Background: an optimization exercise with open tools, aiming at small area and a short achievable clock period. Do not read the settings as production practice.
No functional check of the RTL was part of any run shown here.
No activity file was given, so power comes from the tool's default toggle rates.

[design/flow/config.mk]
export PLATFORM = sky130hd
export DESIGN_NAME = MIPS
export DESIGN_NICKNAME = MIPS
export VERILOG_FILES = /design/flow/design.v
export SDC_FILE = /design/flow/constraint.sdc
export NUM_CORES = 4
export LEC_CHECK = 0
export CAP_MARGIN = 20
export CORE_MARGIN = 2
export CORE_UTILIZATION = 40
export SLEW_MARGIN = 20
[design/flow/constraint.sdc]
create_clock -name core_clock -period 6.0 [get_ports {clk}]
set_input_delay 1.2000 -clock core_clock [delete_from_list [all_inputs] [get_ports {clk}]]
set_output_delay 1.2000 -clock core_clock [all_outputs]
set_load 0.01 [all_outputs]
[design/flow/run.sh]
#!/bin/bash
# synth_recipe.tcl (not shown) runs the flow's synth.tcl, then flattens the netlist and writes it again
# the make line also repeats each setting of config.mk as NAME=value (left out here)
make -C /OpenROAD-flow-scripts/flow DESIGN_CONFIG=/design/flow/config.mk WORK_HOME=/design/flow/orfs CLKGATE_MAP_FILE= SYNTH_SCRIPT=/design/flow/synth_recipe.tcl finish
[design/flow/design.v]
module MIPS (
    input             clk,
    input             rst_n,
    input             in_valid,
    input      [31:0] instruction,
    input      [19:0] output_reg,
    output            out_valid,
    output     [31:0] out_1,
    output     [31:0] out_2,
    output     [31:0] out_3,
    output     [31:0] out_4,
    output            instruction_fail
);
function [5:0] dec;
    input [4:0] a;
    begin
        dec[0] = (a == 5'b10000);
        dec[1] = (a == 5'b11111);
        dec[2] = (a == 5'b10111);
        dec[3] = (a == 5'b01000);
        dec[4] = (a == 5'b10010);
        dec[5] = (a == 5'b10001);
    end
endfunction
wire [5:0] op    = instruction[31:26];
wire [5:0] funct = instruction[5:0];
wire       is_r  = (op == 6'b000000);
wire       is_i  = (op == 6'b001000);
wire       f_add = is_r & (funct == 6'b100000);
wire       f_and = is_r & (funct == 6'b100100);
wire       f_or  = is_r & (funct == 6'b100101);
wire       f_nor = is_r & (funct == 6'b100111);
wire       f_sll = is_r & (funct == 6'b000000);
wire       f_srl = is_r & (funct == 6'b000010);
wire       legal = f_add | f_and | f_or | f_nor | f_sll | f_srl | is_i;
wire [5:0] rs_h  = dec(instruction[25:21]);
wire [5:0] rt_h  = dec(instruction[20:16]);
wire [5:0] rd_h  = dec(instruction[15:11]);
wire [5:0] dst_h = is_i ? rt_h : rd_h;
wire       fail  = ~(legal & (|rs_h) & (|rt_h) & (|dst_h));
reg        v1;
reg  [5:0] we1;
reg        f1;
reg  [5:0] ra1, rb1;
reg        add1, and1, or1, nor1, sll1, srl1, imm1;
reg [15:0] immd1;
reg [19:0] oreg1;
always @(posedge clk or negedge rst_n) begin
    if (!rst_n) begin
        v1  <= 1'b0;
        we1 <= 6'd0;
    end else begin
        v1  <= in_valid;
        we1 <= (in_valid & ~fail) ? dst_h : 6'd0;
    end
end
always @(posedge clk) begin
    f1    <= fail;
    ra1   <= rs_h;
    rb1   <= is_i ? 6'd0 : rt_h;
    add1  <= f_add | is_i;
    and1  <= f_and;
    or1   <= f_or;
    nor1  <= f_nor;
    sll1  <= f_sll;
    srl1  <= f_srl;
    imm1  <= is_i;
    immd1 <= instruction[15:0];
    oreg1 <= output_reg;
end
reg [31:0] rf0, rf1, rf2, rf3, rf4, rf5;
wire [31:0] a = ({32{ra1[0]}} & rf0) | ({32{ra1[1]}} & rf1) | ({32{ra1[2]}} & rf2)
              | ({32{ra1[3]}} & rf3) | ({32{ra1[4]}} & rf4) | ({32{ra1[5]}} & rf5);
wire [31:0] b = ({32{rb1[0]}} & rf0) | ({32{rb1[1]}} & rf1) | ({32{rb1[2]}} & rf2)
              | ({32{rb1[3]}} & rf3) | ({32{rb1[4]}} & rf4) | ({32{rb1[5]}} & rf5)
              | ({32{imm1}} & {{16{immd1[15]}}, immd1});
wire [4:0]  sh = immd1[10:6];
wire [31:0] sum = a + b;
wire [31:0] res = ({32{add1}} & sum)
                | ({32{and1}} & (a & b))
                | ({32{or1}}  & (a | b))
                | ({32{nor1}} & ~(a | b))
                | ({32{sll1}} & (b << sh))
                | ({32{srl1}} & (b >> sh));
always @(posedge clk or negedge rst_n) begin
    if (!rst_n) begin
        rf0 <= 32'd0; rf1 <= 32'd0; rf2 <= 32'd0;
        rf3 <= 32'd0; rf4 <= 32'd0; rf5 <= 32'd0;
    end else begin
        if (we1[0]) rf0 <= res;
        if (we1[1]) rf1 <= res;
        if (we1[2]) rf2 <= res;
        if (we1[3]) rf3 <= res;
        if (we1[4]) rf4 <= res;
        if (we1[5]) rf5 <= res;
    end
end
reg        v2;
reg        f2;
reg  [5:0] s1, s2, s3, s4;
always @(posedge clk or negedge rst_n) begin
    if (!rst_n) v2 <= 1'b0;
    else        v2 <= v1;
end
always @(posedge clk) begin
    f2 <= f1;
    s1 <= f1 ? 6'd0 : dec(oreg1[4:0]);
    s2 <= f1 ? 6'd0 : dec(oreg1[9:5]);
    s3 <= f1 ? 6'd0 : dec(oreg1[14:10]);
    s4 <= f1 ? 6'd0 : dec(oreg1[19:15]);
end
function [31:0] rd6;
    input [5:0] s;
    input [31:0] r0, r1, r2, r3, r4, r5;
    rd6 = ({32{s[0]}} & r0) | ({32{s[1]}} & r1) | ({32{s[2]}} & r2)
        | ({32{s[3]}} & r3) | ({32{s[4]}} & r4) | ({32{s[5]}} & r5);
endfunction
assign out_valid        = v2;
assign instruction_fail = f2;
assign out_1 = rd6(s1, rf0, rf1, rf2, rf3, rf4, rf5);
assign out_2 = rd6(s2, rf0, rf1, rf2, rf3, rf4, rf5);
assign out_3 = rd6(s3, rf0, rf1, rf2, rf3, rf4, rf5);
assign out_4 = rd6(s4, rf0, rf1, rf2, rf3, rf4, rf5);
endmodule
==> reports/results.tsv, run 1 <==
stage	metric	value	unit
cells_and_area	final_util	46.4	%
cts	tritoncts	done	
sta	rsz0062_at_grt	no	
route	wire_per_inst	33.9	microns
cts	cts_buffer_depth	3	
yosys	synth_warnings	1	
yosys	async_reset_ff_share	71.2	%
worst_setup_path	endpoint_kind	flop	
pwr	p_int	3.08	mW
sta	period_needed	4870	ps
route	drt_pass1_iterations	11	
worst_setup_path	slowest_delay	860	ps
route	vias	26300	
route	drc	0	
pwr	pwr-share-clk	46.3	%
sta	worst_slack	1130	ps
global_routing	antenna_found_initial	4	
route	antenna_left	0	
cts	ctsHoldBuffers	0	
yosys	synth_area_leaders	dfrtp_1 23%, a22oi_1 20%, dfxtp_1 7.4%	
run	drv_cap	0	
place	dp.cells	3431	
cells_and_area	drive_gt1_share	8.01	%
cells_and_area	stdcell_count	3490	
place	io_buffers	184	
yosys	synth_edf_count	0	
floorplanning	start_util	40.2	%
yosys	syn_nets	2820	
yosys	yosys.area.top_type_share	22.7	%
global_routing	grt_max_degree	113	
sta	hold_viol_final	0	
sta	setup_viol	0	
yosys	syn_inst	2700	
worst_setup_path	critical_path_buf_inv_count	1	
sta	finalCritPeriodShare	81.2	%
cts	ctsResizeCount	0	
pwr	combinationalPowerShare	7.1	%
pwr	p_leak	9.84	nW
yosys	synth_cell_types	84	
cells_and_area	syn2layout_area_growth	15.4	%
floorplanning	io_pins	185	
cts	numCtsBuffers	31	
floorplanning	die_h	239	microns
worst_setup_path	cp_cell_sequence	buf_4, a22oi_1, nand3_1, ha_1, a211oi_1, o211ai_1, a32o_1, or4_1, and2_1, a21oi_1, xor2_1, o211ai_1	
worst_setup_path	start_kind	flop	
yosys	seq_area_frac_synth	30.1	%
yosys	ys.flop_type	dfrtp_1	
place	gp_congestion	0.965	
route	wirelength	118000	microns
cts	clkSinkCount	281	
sta	tns	0	ps
sta	finalMaxSlewViolations	0	
cells_and_area	fin_nets	2880	
pwr	seqPwrFrac	46.6	%
worst_setup_path	worstPathArrival	5300	ps
global_routing	grt_use_total	39.9	%
cts	htreeDepth	1	
worst_setup_path	cp_top_family	compound AO/OA/AOI/OAI gates	
place	dp_slack	1360	ps
sta	worst_pin_slew	1240	ps
pwr	switching_share	25.8	%
sta	skew	32.2	ps
cts	clkTransAtPathRegs	60	ps
yosys	ys_ff_latch	281	
floorplanning	core	54800	sq um
worst_setup_path	cp_slowest_cell	dfxtp_1	
status	status	no timing/DRC/antenna violations	
route	vias_per_cell	7.54	
worst_setup_path	crit_required	6430	ps
worst_setup_path	cpMostUsedCell	o211ai_1	
global_routing	first_global_vias	24300	
sta	slew_headroom	17.2	%
cts	clk_latency	610	ps
yosys	avgSynthCellArea	8.16	sq um
sta	fmax	0.205	GHz
yosys	synth_area	22000	sq um
pwr	p_sw	1.07	mW
hold_path	min_path_type	flop to flop	
global_routing	grt_remaining_overflow	0	
floorplanning	die_x	239	microns
cts	cts_setup_buffers	0	
floorplanning	dieArea	57000	sq um
route	drt_iter0_drc	4913	
pwr	powerDensity	163	nW/um^2
floorplanning	num_rows	86	
worst_setup_path	crit_path_max_fanout	17	
place	hpwl	81400	microns
pwr	irDropWorstVdd	0.201	mV
global_routing	grt_pass1_wl	169000	microns
yosys	yosysTopAreaCell	dfrtp_1	
cts	root_buffer	clkbuf_16	
worst_setup_path	path_class	flop to flop	
pwr	finalPower	4.15	mW
## power by group through the flow
stage / Clock [mW] / Sequential [mW] / Combinational (mW)
floorplan: 0 / 1.95 / 0.149
detailed placement: 0 / 1.97 / 0.284
global route: 2.00 / 1.93 / 0.309
CTS: 1.93 / 1.93 / 0.284
global placement: 0 / 1.97 / 0.285
finish: 1.92 / 1.94 / 0.295
## path summary, 6_finish.rpt
| check | cells after the start | end | start | slack (ps) |
|---|---|---|---|---|
| max | 12 | rf2[27]$_DFFE_PN0P_ | rb1[0]$_SDFF_PP0_ | 1130 |
| min reg2reg | 0 | v2$_DFF_PN0_ | v1$_DFF_PN0_ | 360 |
| min | 0 | v2$_DFF_PN0_ | v1$_DFF_PN0_ | 360 |
| max reg2reg | 12 | rf2[27]$_DFFE_PN0P_ | rb1[0]$_SDFF_PP0_ | 1130 |
| max in group asynchronous | 2 | rf2[4]$_DFFE_PN0P_ | rst_n | 3920 |
| min in group asynchronous | 1 | rf0[23]$_DFFE_PN0P_ | rst_n | 710 |
## sequential cells by signal, indices dropped and copies added (netlist names), 6 cells and up
register  flops
rb1           6
rf4          32
rf3          32
s3            6
rf5          32
rf2          32
immd1        16
s1            6
s4            6
rf1          32
oreg1        20
ra1           6
s2            6
we1           6
rf0          32
## per-layer routing
metal	track usage, %	share of wire, %	up-vias	wire length [microns]
met2	56.4	41	2324	48400
met1	54.9	39	12800	46200
met3	13.6	15	528	17600
li1	-	-	10700	-
met4	17.5	5.2	6	6160
met5	0	0.047	-	56
## cell usage after synthesis, types with 7 or more instances
master / instances
a211oi_1: 18
a21o_1: 23
a21oi_1: 251
a221o_1: 19
a221oi_1: 29
a222oi_1: 18
a22oi_1: 582
a31oi_1: 10
and2_1: 12
and3_1: 23
buf_1: 9
buf_2: 21
clkbuf_1: 190
dfrtp_1: 200
dfxtp_1: 81
ha_1: 64
inv_1: 83
mux2_2: 21
mux2i_1: 40
mux4_2: 26
nand2_1: 95
nand2b_1: 17
nand3_1: 217
nand4_1: 48
nor2_1: 260
nor2b_1: 25
nor3_1: 45
nor3b_1: 17
o2111ai_1: 7
o211ai_1: 34
o21ai_0: 61
o221ai_1: 8
o22ai_1: 12
or4b_2: 8
xnor2_1: 12
xor2_1: 8
## cell usage in the layout (no fill, tap or decap), types with 48 or more instances in the layout
cell             Yosys  layout
a22oi_1            582     582
nor2_1             260     259
a21oi_1            251     251
nand3_1            217     217
dfrtp_1            200     194
clkdlybuf4s50_1      0     183
nand2_1             95      95
inv_1               83      83
dfxtp_1             81      71
buf_4                1      68
ha_1                64      64
o21ai_0             61      61
nand4_1             48      48
## cell type report
type | instances | area [sq um]
fill | 5332 | 29300
antenna | 1 | 2.50
tap | 704 | 881
timing repair buffer | 253 | 2380
clock buffer | 46 | 935
sequential | 281 | 6650
inverter | 87 | 327
clock inverter | 12 | 72.6
multi-input combinational | 2106 | 14200
## per-stage QoR
stage	cell area (sq um)	hold WS, ps
2_1_floorplan	22000	331
5_1_grt	25400	367
3_3_place_gp	24400	332
6_report	25400	359
4_1_cts	25400	353
3_5_place_dp	24400	340
## logic make-up after synthesis
family / share of synthesized area [%]
xor+xnor: 0.795
simple gates: 17.7
fa+ha+maj: 3.73
compound gates: 36.5
flops: 30.1
mux: 5.55
buf+inv: 5.64
## worst register-to-register path: cells and delay by family, from the launching register on
kind	cells	cell delay [ps]
buffers and inverters	1	410
flip-flops	1	860
AO/OA/AOI/OAI	6	1520
AND/OR/NAND/NOR	3	970
XOR/XNOR	1	660
adder cells (fa/ha/maj)	1	280
==> run 2, diff against run 1 <==
--- a/design/flow/design.v
+++ b/design/flow/design.v
@@ -38,6 +38,8 @@
 wire [5:0] rd_h  = dec(instruction[15:11]);
 wire [5:0] dst_h = is_i ? rt_h : rd_h;
 wire       fail  = ~(legal & (|rs_h) & (|rt_h) & (|dst_h));
+reg [31:0] rf0, rf1, rf2, rf3, rf4, rf5;
+reg  [5:0] rv;
 reg        v1;
 reg  [5:0] we1;
 reg        f1;
@@ -56,8 +58,8 @@
 end
 always @(posedge clk) begin
     f1    <= fail;
-    ra1   <= rs_h;
-    rb1   <= is_i ? 6'd0 : rt_h;
+    ra1   <= rs_h & (rv | we1);
+    rb1   <= is_i ? 6'd0 : (rt_h & (rv | we1));
     add1  <= f_add | is_i;
     and1  <= f_and;
     or1   <= f_or;
@@ -68,7 +70,6 @@
     immd1 <= instruction[15:0];
     oreg1 <= output_reg;
 end
-reg [31:0] rf0, rf1, rf2, rf3, rf4, rf5;
 wire [31:0] a = ({32{ra1[0]}} & rf0) | ({32{ra1[1]}} & rf1) | ({32{ra1[2]}} & rf2)
               | ({32{ra1[3]}} & rf3) | ({32{ra1[4]}} & rf4) | ({32{ra1[5]}} & rf5);
 wire [31:0] b = ({32{rb1[0]}} & rf0) | ({32{rb1[1]}} & rf1) | ({32{rb1[2]}} & rf2)
@@ -76,24 +77,29 @@
               | ({32{imm1}} & {{16{immd1[15]}}, immd1});
 wire [4:0]  sh = immd1[10:6];
 wire [31:0] sum = a + b;
+wire [4:0]  r  = srl1 ? sh : -sh;
+wire [31:0] r0 = r[0] ? {b[0], b[31:1]}      : b;
+wire [31:0] r1 = r[1] ? {r0[1:0], r0[31:2]}  : r0;
+wire [31:0] r2 = r[2] ? {r1[3:0], r1[31:4]}  : r1;
+wire [31:0] r3 = r[3] ? {r2[7:0], r2[31:8]}  : r2;
+wire [31:0] r4 = r[4] ? {r3[15:0], r3[31:16]} : r3;
+wire [31:0] msk = ({32{sll1}} & ({32{1'b1}} << sh)) | ({32{srl1}} & ({32{1'b1}} >> sh));
 wire [31:0] res = ({32{add1}} & sum)
                 | ({32{and1}} & (a & b))
                 | ({32{or1}}  & (a | b))
                 | ({32{nor1}} & ~(a | b))
-                | ({32{sll1}} & (b << sh))
-                | ({32{srl1}} & (b >> sh));
+                | (msk & r4);
 always @(posedge clk or negedge rst_n) begin
-    if (!rst_n) begin
-        rf0 <= 32'd0; rf1 <= 32'd0; rf2 <= 32'd0;
-        rf3 <= 32'd0; rf4 <= 32'd0; rf5 <= 32'd0;
-    end else begin
-        if (we1[0]) rf0 <= res;
-        if (we1[1]) rf1 <= res;
-        if (we1[2]) rf2 <= res;
-        if (we1[3]) rf3 <= res;
-        if (we1[4]) rf4 <= res;
-        if (we1[5]) rf5 <= res;
-    end
+    if (!rst_n) rv <= 6'd0;
+    else        rv <= rv | we1;
+end
+always @(posedge clk) begin
+    if (we1[0]) rf0 <= res;
+    if (we1[1]) rf1 <= res;
+    if (we1[2]) rf2 <= res;
+    if (we1[3]) rf3 <= res;
+    if (we1[4]) rf4 <= res;
+    if (we1[5]) rf5 <= res;
 end
 reg        v2;
 reg        f2;
@@ -104,10 +110,10 @@
 end
 always @(posedge clk) begin
     f2 <= f1;
-    s1 <= f1 ? 6'd0 : dec(oreg1[4:0]);
-    s2 <= f1 ? 6'd0 : dec(oreg1[9:5]);
-    s3 <= f1 ? 6'd0 : dec(oreg1[14:10]);
-    s4 <= f1 ? 6'd0 : dec(oreg1[19:15]);
+    s1 <= f1 ? 6'd0 : (dec(oreg1[4:0])   & (rv | we1));
+    s2 <= f1 ? 6'd0 : (dec(oreg1[9:5])   & (rv | we1));
+    s3 <= f1 ? 6'd0 : (dec(oreg1[14:10]) & (rv | we1));
+    s4 <= f1 ? 6'd0 : (dec(oreg1[19:15]) & (rv | we1));
 end
 function [31:0] rd6;
     input [5:0] s;
--- a/design/flow/config.mk
+++ b/design/flow/config.mk
@@ -5,7 +5,9 @@
 export SDC_FILE = /design/flow/constraint.sdc
 export NUM_CORES = 4
 export LEC_CHECK = 0
+export ABC_CLOCK_PERIOD_IN_PS = 3000
 export CAP_MARGIN = 20
 export CORE_MARGIN = 2
 export CORE_UTILIZATION = 40
+export SETUP_SLACK_MARGIN = 3.0
 export SLEW_MARGIN = 20
==> reports/results.tsv, run 2 <==
stage	metric	value	unit	change
status	status	no timing/DRC/antenna violations		unchanged
place	io_buffers	184		unchanged
cells_and_area	drive_gt1_share	37.2	%	was 8.01%
global_routing	grt_remaining_overflow	0		unchanged
yosys	synth_edf_count	192		was 0
sta	worst_pin_slew	1170	ps	was 1240 ps
worst_setup_path	worstPathArrival	4130	ps	was 5300 ps
cts	numCtsBuffers	31		unchanged
pwr	finalPower	4.30	mW	was 4.15 mW
yosys	yosysMostFrequentCell	a22oi_1		unchanged
cells_and_area	seq_area	7890	sq um	was 6650 sq um
worst_setup_path	path_class	flop to flop		unchanged
worst_setup_path	endpoint_kind	flop		unchanged
yosys	ys_ff_latch	287		was 281
hold_path	min_to	v2$_DFF_PN0_		unchanged
yosys	yosysTopAreaCell	edfxtp_1		was dfrtp_1
global_routing	grt_use_total	43.6	%	was 39.9%
floorplanning	io_pins	185		unchanged
worst_setup_path	cp_num_cells	12		unchanged
pwr	irDropWorstVdd	0.247	mV	was 0.201 mV
place	placed_area	22900	sq um	was 24400 sq um
pwr	p_leak	10.7	nW	was 9.84 nW
yosys	seq_area_frac_synth	38.3	%	was 30.1%
sta	fmax	0.266	GHz	was 0.205 GHz
cells_and_area	fin_area	29100	sq um	was 25400 sq um
route	wire_per_inst	38.7	microns	was 33.9 microns
yosys	ys.flop_type	edfxtp_1		was dfrtp_1
hold_path	min_path_type	flop to flop		unchanged
place	dp_slack	1260	ps	was 1360 ps
cts	htreeDepth	1		unchanged
worst_setup_path	cp_top_family	compound AO/OA/AOI/OAI gates		unchanged
global_routing	grt_pass1_wl	167000	microns	was 169000 microns
place	gp_congestion	1.04		was 0.965
worst_setup_path	cp_cell_sequence	buf_12, a22oi_1, nand4_1, ha_4, nand3_2, o32a_1, a41oi_4, a31oi_4, o311ai_4, xnor2_4, o21ai_2, buf_6		was buf_4, a22oi_1, nand3_1, ha_1, a211oi_1, o211ai_1, a32o_1, or4_1, and2_1, a21oi_1, xor2_1, o211ai_1
cts	tritoncts	done		unchanged
sta	finalCritPeriodShare	62.7	%	was 81.2%
yosys	synth_area	20200	sq um	was 22000 sq um
worst_setup_path	ff2ff_setup_slack	2240	ps	was 1130 ps
yosys	synth_cell_types	65		was 84
yosys	yosys.area.top_type_share	28.5	%	was 22.7%
pwr	powerDensity	148	nW/um^2	was 163 nW/um^2
yosys	async_reset_ff_share	4.88	%	was 71.2%
cts	clkTransAtPathRegs	60	ps	about the same
floorplanning	dieArea	52300	sq um	was 57000 sq um
worst_setup_path	reg2reg_to	rf3[28]$_DFFE_PP_		was rf2[27]$_DFFE_PN0P_
route	antenna_left	0		unchanged
sta	setup_viol	0		unchanged
yosys	synth_area_leaders	edfxtp_1 29%, a22oi_1 21%, dfxtp_1 8.0%		was dfrtp_1 23%, a22oi_1 20%, dfxtp_1 7.4%
hold_path	hold_path_depth	0		unchanged
route	vias_per_cell	7.82		was 7.54
worst_setup_path	crit_required	6370	ps	was 6430 ps
cells_and_area	multi_input_area	13500	sq um	was 14200 sq um
global_routing	use_met2	63.0	%	was 56.4%
global_routing	grt.busiest_layer	met2		unchanged
cells_and_area	fin_nets	2593		was 2880
global_routing	met1_usage	49.4	%	was 54.9%
global_routing	grt_max_degree	42		was 113
cts	clkSinkCount	287		was 281
sta	tns	0	ps	unchanged
hold_path	hold_start	v1$_DFF_PN0_		unchanged
sta	period_needed	3760	ps	was 4870 ps
global_routing	first_global_vias	22900		was 24300
worst_setup_path	r2r_cells	12		unchanged
route	wirelength	122000	microns	was 118000 microns
sta	slew_headroom	22.1	%	was 17.2%
route	drt_pass1_iterations	17		was 11
cells_and_area	layout_commonest_cell	a22oi_1		unchanged
worst_setup_path	rr_startpoint	rb1[2]$_SDFF_PP0_		was rb1[0]$_SDFF_PP0_
place	hpwl	66700	microns	was 81400 microns
run	drv_cap	0		unchanged
cells_and_area	stdcell_count	3167		was 3490
sta	hold_viol_final	0		unchanged
yosys	synth_warnings	1		unchanged
cells_and_area	n_fill_cell	4149		was 5332
worst_setup_path	crit_path_max_fanout	21		was 17
worst_setup_path	cp_slowest_cell	o32a_1		was dfxtp_1
worst_setup_path	slowest_delay	430	ps	was 860 ps
cells_and_area	layout_common_cells	408 x a22oi_1, 192 x edfxtp_1, 180 x buf_4		was 582 x a22oi_1, 259 x nor2_1, 251 x a21oi_1
floorplanning	num_rows	82		was 86
cts	clk_latency	610	ps	about the same
cells_and_area	final_util	58.2	%	was 46.4%
floorplanning	die_h	229	microns	was 239 microns
route	drt_iter0_drc	5743		was 4913
floorplanning	die_x	229	microns	was 239 microns
worst_setup_path	critical_path_buf_inv_count	2		was 1
sta	skew	19.2	ps	was 32.2 ps
worst_setup_path	start_kind	flop		unchanged
route	vias	24800		was 26300
cts	ctsHoldBuffers	0		unchanged
sta	finalMaxSlewViolations	0		unchanged
yosys	syn_inst	2106		was 2700
cts	root_buffer	clkbuf_16		unchanged
worst_setup_path	startpoint	rb1[2]$_SDFF_PP0_		was rb1[0]$_SDFF_PP0_
floorplanning	start_util	40.4	%	was 40.2%
place	dp.cells	2852		was 3431
global_routing	grt_use_met3	22.2	%	was 13.6%
yosys	synthTopCellsByCount	562 x a22oi_1, 196 x nand3_1, 192 x edfxtp_1		was 582 x a22oi_1, 260 x nor2_1, 251 x a21oi_1
sta	worst_slack	2240	ps	was 1130 ps
yosys	avgSynthCellArea	9.60	sq um	was 8.16 sq um
sta	rsz0062_at_grt	yes		was no
global_routing	antenna_found_initial	4		unchanged
floorplanning	core	50000	sq um	was 54800 sq um
sta	whs	357	ps	was 359 ps
cells_and_area	syn2layout_area_growth	43.9	%	was 15.4%
yosys	syn_nets	2230		was 2820
route	drc	0		unchanged
cts	cts_buffer_depth	3		unchanged
-- run 2: power breakdown --
part	leakage (nW)	internal (mW)	total [mW]	switching (mW)
sequential	2.21	2.08	2.10	0.0188
clock	0.493	1.12	1.95	0.832
combinational	7.97	0.109	0.251	0.142
-- run 2: worst reg2reg max path: stages, from the launching register on --
cell      delay [ps]
dfxtp_4          420
buf_12           190
a22oi_1          320
nand4_1          270
ha_4             400
nand3_2          140
o32a_1           430
a41oi_4          340
a31oi_4          180
o311ai_4         340
xnor2_4          220
o21ai_2          110
buf_6            180
-- run 2: layer usage --
| metal | share of wire [%] | vias up |
|---|---|---|
| li1 | - | 9311 |
| met1 | 32 | 11700 |
| met2 | 40 | 2721 |
| met3 | 18 | 992 |
| met4 | 11 | 6 |
| met5 | 0.074 | - |
-- run 2: what timing repair did --
action / in CTS / in global routing
buffers inserted: 158 / 65
cloned: 25 / 8
pin swaps: 107 / 145
gates resized for setup: 681 / 411
endpoints found under the setup margin: 326 / 308
-- run 2: how the worst max path moves through the flow --
| stage | endpoint | slack [ps] |
|---|---|---|
| after global placement | rf1[29]$_DFFE_PP_ | 1270 |
| after detailed placement | rf1[29]$_DFFE_PP_ | 1260 |
| after floorplan | rf0[26]$_DFFE_PP_ | 2820 |
| after global routing | rf3[27]$_DFFE_PP_ | 2150 |
| after CTS | rf0[25]$_DFFE_PP_ | 2410 |
| final | rf3[28]$_DFFE_PP_ | 2240 |
-- run 2: area by class of cell --
cell class                      instances  area share (%)
Antenna cell                            2          0.0172
Clock buffer                           45            2.95
Clock inverter                         12           0.516
Inverter                               89            1.20
Multi-Input combinational cell       1558            46.6
Sequential cell                       287            27.1
Tap cell                              672            2.89
Timing Repair Buffer                  502            18.7
-- run 2: kinds of logic (layout without fill, tap and decap cells) --
kind of cell | Yosys count | after routing | share of synthesized area [%]
AO/OA/AOI/OAI | 866 | 866 | 31.2
AND/OR/NAND/NOR | 490 | 490 | 12.3
flip-flops | 287 | 287 | 38.3
buffers and inverters | 261 | 648 | 5.05
multiplexers | 103 | 103 | 7.55
adder cells (fa/ha/maj) | 69 | 69 | 4.31
XOR/XNOR | 30 | 30 | 1.30
other | 0 | 2 | 0
==> run 3, diff against run 2 <==
==> design/flow/config.mk (replaced) <==
export PLATFORM = sky130hd
export DESIGN_NAME = MIPS
export DESIGN_NICKNAME = MIPS
export VERILOG_FILES = /design/flow/design.v
export SDC_FILE = /design/flow/constraint.sdc
export NUM_CORES = 4
export LEC_CHECK = 0
export ABC_CLOCK_PERIOD_IN_PS = 2400
export CAP_MARGIN = 20
export CORE_MARGIN = 2
export CORE_UTILIZATION = 40
export SETUP_SLACK_MARGIN = 3.6
export SLEW_MARGIN = 20
==> reports/results.tsv, run 3 <==
stage	metric	value	unit	change
sta	finalMaxSlewViolations	0		unchanged
route	antenna_left	0		unchanged
cells_and_area	layout_commonest_cell	a22oi_1		unchanged
cells_and_area	fin_nets	2685		was 2593
cells_and_area	drive_gt1_share	44.8	%	was 37.2%
cts	cts_buffer_depth	3		unchanged
global_routing	grt_use_total	42.6	%	was 43.6%
floorplanning	num_rows	82		unchanged
place	dp.cells	2845		was 2852
yosys	synth_warnings	1		unchanged
place	gp_congestion	1.02		was 1.04
sta	worst_slack	2220	ps	was 2240 ps
floorplanning	io_pins	185		unchanged
floorplanning	die_h	229	microns	unchanged
cells_and_area	fin_area	30800	sq um	was 29100 sq um
global_routing	grt_pass1_wl	164000	microns	was 167000 microns
sta	finalCritPeriodShare	63.0	%	was 62.7%
cells_and_area	seq_area	7880	sq um	was 7890 sq um
pwr	finalPower	4.59	mW	was 4.30 mW
yosys	yosysMostFrequentCell	a22oi_1		unchanged
yosys	synth_edf_count	192		unchanged
yosys	syn_inst	2106		unchanged
global_routing	grt_remaining_overflow	0		unchanged
sta	slew_headroom	36.3	%	was 22.1%
cells_and_area	n_fill_cell	3863		was 4149
worst_setup_path	start_kind	flop		unchanged
yosys	ys_ff_latch	287		unchanged
yosys	synthTopCellsByCount	562 x a22oi_1, 196 x nand3_1, 192 x edfxtp_1		unchanged
yosys	syn_nets	2230		unchanged
run	drv_cap	0		unchanged
floorplanning	core	50000	sq um	unchanged
yosys	async_reset_ff_share	4.88	%	unchanged
sta	skew	19.4	ps	was 19.2 ps
cts	tritoncts	done		unchanged
yosys	ys.flop_type	edfxtp_1		unchanged
worst_setup_path	worstPathArrival	4120	ps	was 4130 ps
cts	clk_latency	630	ps	was 610 ps
route	drt_iter0_drc	4882		was 5743
pwr	irDropWorstVdd	0.243	mV	was 0.247 mV
worst_setup_path	crit_path_max_fanout	8		was 21
global_routing	grt_max_degree	43		was 42
route	wire_per_inst	37.2	microns	was 38.7 microns
cells_and_area	multi_input_area	14100	sq um	was 13500 sq um
status	status	no timing/DRC/antenna violations		unchanged
yosys	avgSynthCellArea	9.60	sq um	unchanged
cts	clkTransAtPathRegs	70	ps	was 60 ps
sta	hold_viol_final	0		unchanged
floorplanning	dieArea	52300	sq um	unchanged
place	io_buffers	184		unchanged
cells_and_area	syn2layout_area_growth	52.6	%	was 43.9%
sta	rsz0062_at_grt	yes		unchanged
hold_path	min_path_type	flop to flop		unchanged
yosys	yosysTopAreaCell	edfxtp_1		unchanged
pwr	p_leak	11.4	nW	was 10.7 nW
sta	worst_pin_slew	955	ps	was 1170 ps
sta	fmax	0.264	GHz	was 0.266 GHz
place	dp_slack	1430	ps	was 1260 ps
worst_setup_path	cpMostUsedCell	o211ai_1		
cts	ctsHoldBuffers	0		unchanged
sta	whs	371	ps	was 357 ps
cts	root_buffer	clkbuf_16		unchanged
global_routing	antenna_found_initial	3		was 4
worst_setup_path	endpoint_kind	flop		unchanged
cts	numCtsBuffers	31		unchanged
route	vias_per_cell	7.51		was 7.82
worst_setup_path	cp_top_family	compound AO/OA/AOI/OAI gates		unchanged
worst_setup_path	path_class	flop to flop		unchanged
yosys	yosys.area.top_type_share	28.5	%	unchanged
sta	setup_viol	0		unchanged
worst_setup_path	critical_path_buf_inv_count	2		unchanged
sta	tns	0	ps	unchanged
cts	htreeDepth	1		unchanged
route	vias	24500		was 24800
route	drc	0		unchanged
route	drt_pass1_iterations	14		was 17
worst_setup_path	cp_slowest_cell	a222oi_1		was o32a_1
global_routing	first_global_vias	23000		was 22900
floorplanning	start_util	40.4	%	unchanged
worst_setup_path	cp_cell_sequence	buf_12, a222oi_1, nand3_2, ha_4, o211ai_1, o21ai_2, o211ai_1, buf_4, a211oi_4, o211ai_1, a21oi_1, xor2_1, a221o_1		was buf_12, a22oi_1, nand4_1, ha_4, nand3_2, o32a_1, a41oi_4, a31oi_4, o311ai_4, xnor2_4, o21ai_2, buf_6
cells_and_area	stdcell_count	3259		was 3167
cells_and_area	final_util	61.7	%	was 58.2%
sta	period_needed	3780	ps	was 3760 ps
yosys	synth_cell_types	65		unchanged
yosys	synth_area_leaders	edfxtp_1 29%, a22oi_1 21%, dfxtp_1 8.0%		unchanged
floorplanning	die_x	229	microns	unchanged
route	wirelength	121000	microns	was 122000 microns
place	placed_area	23000	sq um	was 22900 sq um
cts	clkSinkCount	287		unchanged
yosys	seq_area_frac_synth	38.3	%	unchanged
yosys	synth_area	20200	sq um	unchanged
worst_setup_path	slowest_delay	590	ps	was 430 ps
cells_and_area	layout_common_cells	333 x a22oi_1, 229 x a22oi_2, 210 x buf_4		was 408 x a22oi_1, 192 x edfxtp_1, 180 x buf_4
worst_setup_path	crit_required	6330	ps	was 6370 ps
place	hpwl	65100	microns	was 66700 microns
pwr	powerDensity	149	nW/um^2	was 148 nW/um^2
-- run 3: cell counts after synthesis --
No cell type changed its count.
-- run 3: report_power, final --
| part | internal, mW | switching [mW] | total, mW |
|---|---|---|---|
| clock network | 1.34 | 0.889 | 2.23 |
| logic | 0.118 | 0.143 | 0.261 |
| registers | 2.08 | 0.0230 | 2.11 |
-- run 3: cell families (layout without fill, tap and decap cells) --
group	after synthesis	count (layout)	synth area share, %
xor gates and xnor gates	30	30	1.30
and+or+nand+nor	490	491	12.3
adders and majority gates	69	69	4.31
AOI/OAI and AO/OA	866	866	31.2
other	0	1	0
DFF	287	287	38.3
buffers and inverters	261	740	5.05
muxes	103	103	7.55
-- run 3: final timing paths --
kind	startpoint	endpoint	slack (ps)	depth (start not counted)
setup reg to reg	rb1[0]$_SDFF_PP0_	rf2[27]$_DFFE_PP_	2220	13
hold reg to reg	v1$_DFF_PN0_	v2$_DFF_PN0_	370	0
hold / removal	v1$_DFF_PN0_	v2$_DFF_PN0_	370	0
min in group asynchronous	rst_n	v1$_DFF_PN0_	1000	1
max in group asynchronous	rst_n	rv[5]$_DFF_PN0_	4540	1
setup / recovery	rb1[0]$_SDFF_PP0_	rf2[27]$_DFFE_PP_	2220	13
-- run 3: per-layer routing --
metal / GRT usage, % / share of wire, % / vias up
met4: 35.1 / 11 / 4
met5: 0 / 0.022 / -
met3: 16.7 / 15 / 900
li1: - / - / 9481
met2: 64.3 / 42 / 2515
met1: 47.5 / 32 / 11600
-- run 3: final cells by class --
class | count | area share [%]
tap | 672 | 2.73
clock buffer | 39 | 2.95
sequential | 287 | 25.6
multi-input combinational | 1559 | 45.9
inverter | 89 | 1.14
antenna | 1 | 0.00812
clock inverter | 19 | 0.881
timing repair buffer | 592 | 20.8
timing repair inverter | 1 | 0.0162
-- run 3: repair_timing --
action                     CTS  global route
resized for setup          999           322
setup endpoints to repair  329           331
pin swaps                  186           166
buffers inserted           271            67
gates cloned                12             5
-- run 3: worst register-to-register path: cells and delay by family, from the launching register on --
kind            cells  cell delay [ps]
compound gates      8             2150
simple gates        1              220
fa+ha+maj           1              320
buf+inv             2              340
xor+xnor            1               90
flops               1              380
==> run 4, diff against run 3 <==
--- a/design/flow/design.v
+++ b/design/flow/design.v
@@ -46,6 +46,7 @@
 reg  [5:0] ra1, rb1;
 reg        add1, and1, or1, nor1, sll1, srl1, imm1;
 reg [15:0] immd1;
+reg  [4:0] rot1;
 reg [19:0] oreg1;
 always @(posedge clk or negedge rst_n) begin
     if (!rst_n) begin
@@ -68,6 +69,7 @@
     srl1  <= f_srl;
     imm1  <= is_i;
     immd1 <= instruction[15:0];
+    rot1  <= f_srl ? instruction[10:6] : -instruction[10:6];
     oreg1 <= output_reg;
 end
 wire [31:0] a = ({32{ra1[0]}} & rf0) | ({32{ra1[1]}} & rf1) | ({32{ra1[2]}} & rf2)
@@ -77,7 +79,7 @@
               | ({32{imm1}} & {{16{immd1[15]}}, immd1});
 wire [4:0]  sh = immd1[10:6];
 wire [31:0] sum = a + b;
-wire [4:0]  r  = srl1 ? sh : -sh;
+wire [4:0]  r  = rot1;
 wire [31:0] r0 = r[0] ? {b[0], b[31:1]}      : b;
 wire [31:0] r1 = r[1] ? {r0[1:0], r0[31:2]}  : r0;
 wire [31:0] r2 = r[2] ? {r1[3:0], r1[31:4]}  : r1;
==> design/flow/config.mk (replaced) <==
export PLATFORM = sky130hd
export DESIGN_NAME = MIPS
export DESIGN_NICKNAME = MIPS
export VERILOG_FILES = /design/flow/design.v
export SDC_FILE = /design/flow/constraint.sdc
export NUM_CORES = 4
export LEC_CHECK = 0
export CAP_MARGIN = 20
export CORE_MARGIN = 2
export CORE_UTILIZATION = 55
export SETUP_SLACK_MARGIN = 2.4
export SLEW_MARGIN = 20
==> reports/results.tsv, run 4 <==
stage	metric	value	unit	change
pwr	irDropWorstVdd	0.221	mV	was 0.243 mV
status	status	no timing/DRC/antenna violations		unchanged
yosys	synth_area_leaders	edfxtp_1 28%, a22oi_1 20%, dfxtp_1 8.3%		was edfxtp_1 29%, a22oi_1 21%, dfxtp_1 8.0%
cts	clk_latency	590	ps	was 630 ps
worst_setup_path	crit_path_max_fanout	11		was 8
cts	ctsHoldBuffers	0		unchanged
route	wire_per_inst	35.5	microns	was 37.2 microns
floorplanning	core	36700	sq um	was 50000 sq um
cts	root_buffer	clkbuf_16		unchanged
place	hpwl	66500	microns	was 65100 microns
sta	finalMaxSlewViolations	0		unchanged
route	drt_iter0_drc	5309		was 4882
cells_and_area	n_fill_cell	2812		was 3863
yosys	synth_area	20500	sq um	was 20200 sq um
run	drv_cap	0		unchanged
worst_setup_path	start_kind	flop		unchanged
place	gp_congestion	1.05		was 1.02
route	drc	0		unchanged
sta	hold_viol_final	0		unchanged
route	vias	24100		was 24500
sta	period_needed	4060	ps	was 3780 ps
yosys	syn_nets	2334		was 2230
sta	finalCritPeriodShare	67.7	%	was 63.0%
floorplanning	dieArea	38800	sq um	was 52300 sq um
pwr	powerDensity	171	nW/um^2	was 149 nW/um^2
yosys	syn_inst	2213		was 2106
cts	cts_buffer_depth	3		unchanged
worst_setup_path	crit_required	6340	ps	was 6330 ps
cells_and_area	syn2layout_area_growth	24.9	%	was 52.6%
yosys	synthTopCellsByCount	557 x a22oi_1, 194 x nand3_1, 192 x edfxtp_1		was 562 x a22oi_1, 196 x nand3_1, 192 x edfxtp_1
yosys	ys_ff_latch	291		was 287
cells_and_area	layout_common_cells	542 x a22oi_1, 192 x edfxtp_1, 184 x clkdlybuf4s50_1		was 333 x a22oi_1, 229 x a22oi_2, 210 x buf_4
pwr	finalPower	4.37	mW	was 4.59 mW
yosys	yosys.area.top_type_share	28.1	%	was 28.5%
floorplanning	die_x	197	microns	was 229 microns
global_routing	antenna_found_initial	7		was 3
pwr	p_leak	8.64	nW	was 11.4 nW
worst_setup_path	endpoint_kind	flop		unchanged
global_routing	first_global_vias	22300		was 23000
cts	clkTransAtPathRegs	70	ps	about the same
sta	tns	0	ps	unchanged
yosys	ys.flop_type	edfxtp_1		unchanged
yosys	avgSynthCellArea	9.26	sq um	was 9.60 sq um
sta	slew_headroom	28.3	%	was 36.3%
sta	skew	16.9	ps	was 19.4 ps
floorplanning	io_pins	185		unchanged
yosys	synth_edf_count	192		unchanged
cells_and_area	drive_gt1_share	17.0	%	was 44.8%
route	wirelength	103000	microns	was 121000 microns
cts	clkSinkCount	291		was 287
place	io_buffers	184		unchanged
hold_path	hold_path_depth	0		unchanged
yosys	seq_area_frac_synth	38.1	%	was 38.3%
route	vias_per_cell	8.30		was 7.51
route	drt_pass1_iterations	17		was 14
global_routing	grt_use_total	51.2	%	was 42.6%
floorplanning	start_util	55.9	%	was 40.4%
sta	fmax	0.246	GHz	was 0.264 GHz
sta	rsz0062_at_grt	yes		unchanged
sta	setup_viol	0		unchanged
route	antenna_left	0		unchanged
global_routing	grt_max_degree	41		was 43
cts	numCtsBuffers	29		was 31
floorplanning	num_rows	70		was 82
yosys	yosysTopAreaCell	edfxtp_1		unchanged
cells_and_area	layout_commonest_cell	a22oi_1		unchanged
yosys	synth_cell_types	69		was 65
global_routing	grt_pass1_wl	147000	microns	was 164000 microns
global_routing	grt_remaining_overflow	0		unchanged
worst_setup_path	worstPathArrival	4400	ps	was 4120 ps
yosys	yosysMostFrequentCell	a22oi_1		unchanged
worst_setup_path	r2r_cells	9		was 13
yosys	synth_warnings	1		unchanged
sta	worst_pin_slew	1070	ps	was 955 ps
floorplanning	die_h	197	microns	was 229 microns
hold_path	min_path_type	flop to flop		unchanged
cts	tritoncts	done		unchanged
cts	htreeDepth	1		unchanged
cells_and_area	fin_nets	2538		was 2685
yosys	async_reset_ff_share	4.81	%	was 4.88%
worst_setup_path	path_class	flop to flop		unchanged
## run 4: worst paths after layout
check	startpoint	to	slack, ps
max in group asynchronous	rst_n	we1[0]$_DFF_PN0_	4640
min in group asynchronous	rst_n	v2$_DFF_PN0_	980
hold reg to reg	v1$_DFF_PN0_	v2$_DFF_PN0_	360
setup / recovery	rot1[1]$_DFF_P_	rf2[21]$_DFFE_PP_	1940
setup reg to reg	rot1[1]$_DFF_P_	rf2[21]$_DFFE_PP_	1940
hold / removal	v1$_DFF_PN0_	v2$_DFF_PN0_	360
## run 4: power by group
part | switching, mW | internal, mW | total, mW
logic | 0.252 | 0.160 | 0.412
registers | 0.0248 | 2.11 | 2.14
clock network | 0.803 | 1.02 | 1.82
total | 1.08 | 3.29 | 4.37
## run 4: what timing repair did
action	4_1_cts	5_1_grt
buffers inserted	53	65
gates cloned	3	1
pin swaps	47	65
gates resized for setup	159	84
setup endpoints to repair	296	186
## run 4: worst max-delay path, stage by stage (launching register included)
cell      delay [ps]
dfxtp_2          650
a21boi_4         460
nand4_1          520
nand2_1          400
a222oi_1         150
and2_1           230
o21ba_2          260
o211ai_1         620
o211ai_1         240
buf_4            250
## run 4: logic make-up (layout without fill, tap and decap cells)
family	after synthesis	in the layout	synth area share (%)
and+or+nand+nor	569	569	14.0
AOI/OAI and AO/OA	914	914	32.4
adders and majority gates	66	66	4.06
DFF	291	291	38.1
other	0	2	0
muxes	75	75	4.94
xor gates and xnor gates	30	30	1.28
buffers and inverters	268	495	5.21
## run 4: layout make-up
type | count | area (sq um) | share of cell area [%]
multi-input cells | 1654 | 12400 | 48.5
flip-flops and latches | 291 | 7950 | 31.0
repair buffers | 346 | 3330 | 13.0
clock buffers | 41 | 833 | 3.25
well taps | 468 | 586 | 2.29
inverters | 95 | 363 | 1.42
clock inverters | 13 | 120 | 0.469
diodes | 2 | 5.00 | 0.0195
## run 4: metrics by stage
step / util [%] / worst slack [ps] / hold slack [ps] / std cells / cell area [sq um]
after global placement: 61.4 / 1640 / 340 / 2732 / 22500
after global routing: 69.8 / 2040 / 369 / 2908 / 25600
after CTS: 67.1 / 2330 / 365 / 2842 / 24600
after detailed placement: 61.4 / 1590 / 360 / 2732 / 22500
after floorplan: - / 2470 / 331 / 2213 / 20500
final: 69.8 / 1940 / 362 / 2910 / 25600
## run 4: per-layer routing
layer / vias to the layer above / track usage (%) / share of wire [%] / wire [microns]
li1: 9404 / - / - / -
met1: 10900 / 58.7 / 31 / 31700
met2: 2811 / 75.6 / 41 / 42400
met3: 981 / 22.5 / 17 / 17700
met4: 10 / 38.3 / 11 / 11500
met5: - / 1.28 / 0.068 / 70

port drivers added, routing unchanged:
The flow's constraints put no driver on any port. The routed layouts listed below were extracted and timed again, unchanged, in two steps.
Step 1: set_driving_cell puts a clkbuf_16 on clk and a buf_2 on each other input, an assumption about the parent block.
Step 2 moves the port delays by t, midway between the first and last clock arrival at a register: inputs arrive t later, outputs are due t later. That takes back most of the time a late clock gives input paths.
Three values: ideal, step 1, step 2; two values: the first two.
run	shift t [ns]	slack for setup (ns)	clock arrival spread, ns	worst register clock-pin slew, ns
run 1	0.655	1.127 / 1.127 / 1.127	0.032 / 0.032	0.08 / 0.08
run 2	0.657	2.235 / 2.235 / 2.235	0.019 / 0.019	0.07 / 0.07
run 3	0.675	2.218 / 2.218 / 2.218	0.019 / 0.019	0.07 / 0.07
run 4	0.637	1.938 / 1.938 / 1.938	0.017 / 0.017	0.07 / 0.07
After both steps every run listed still meets setup and hold.
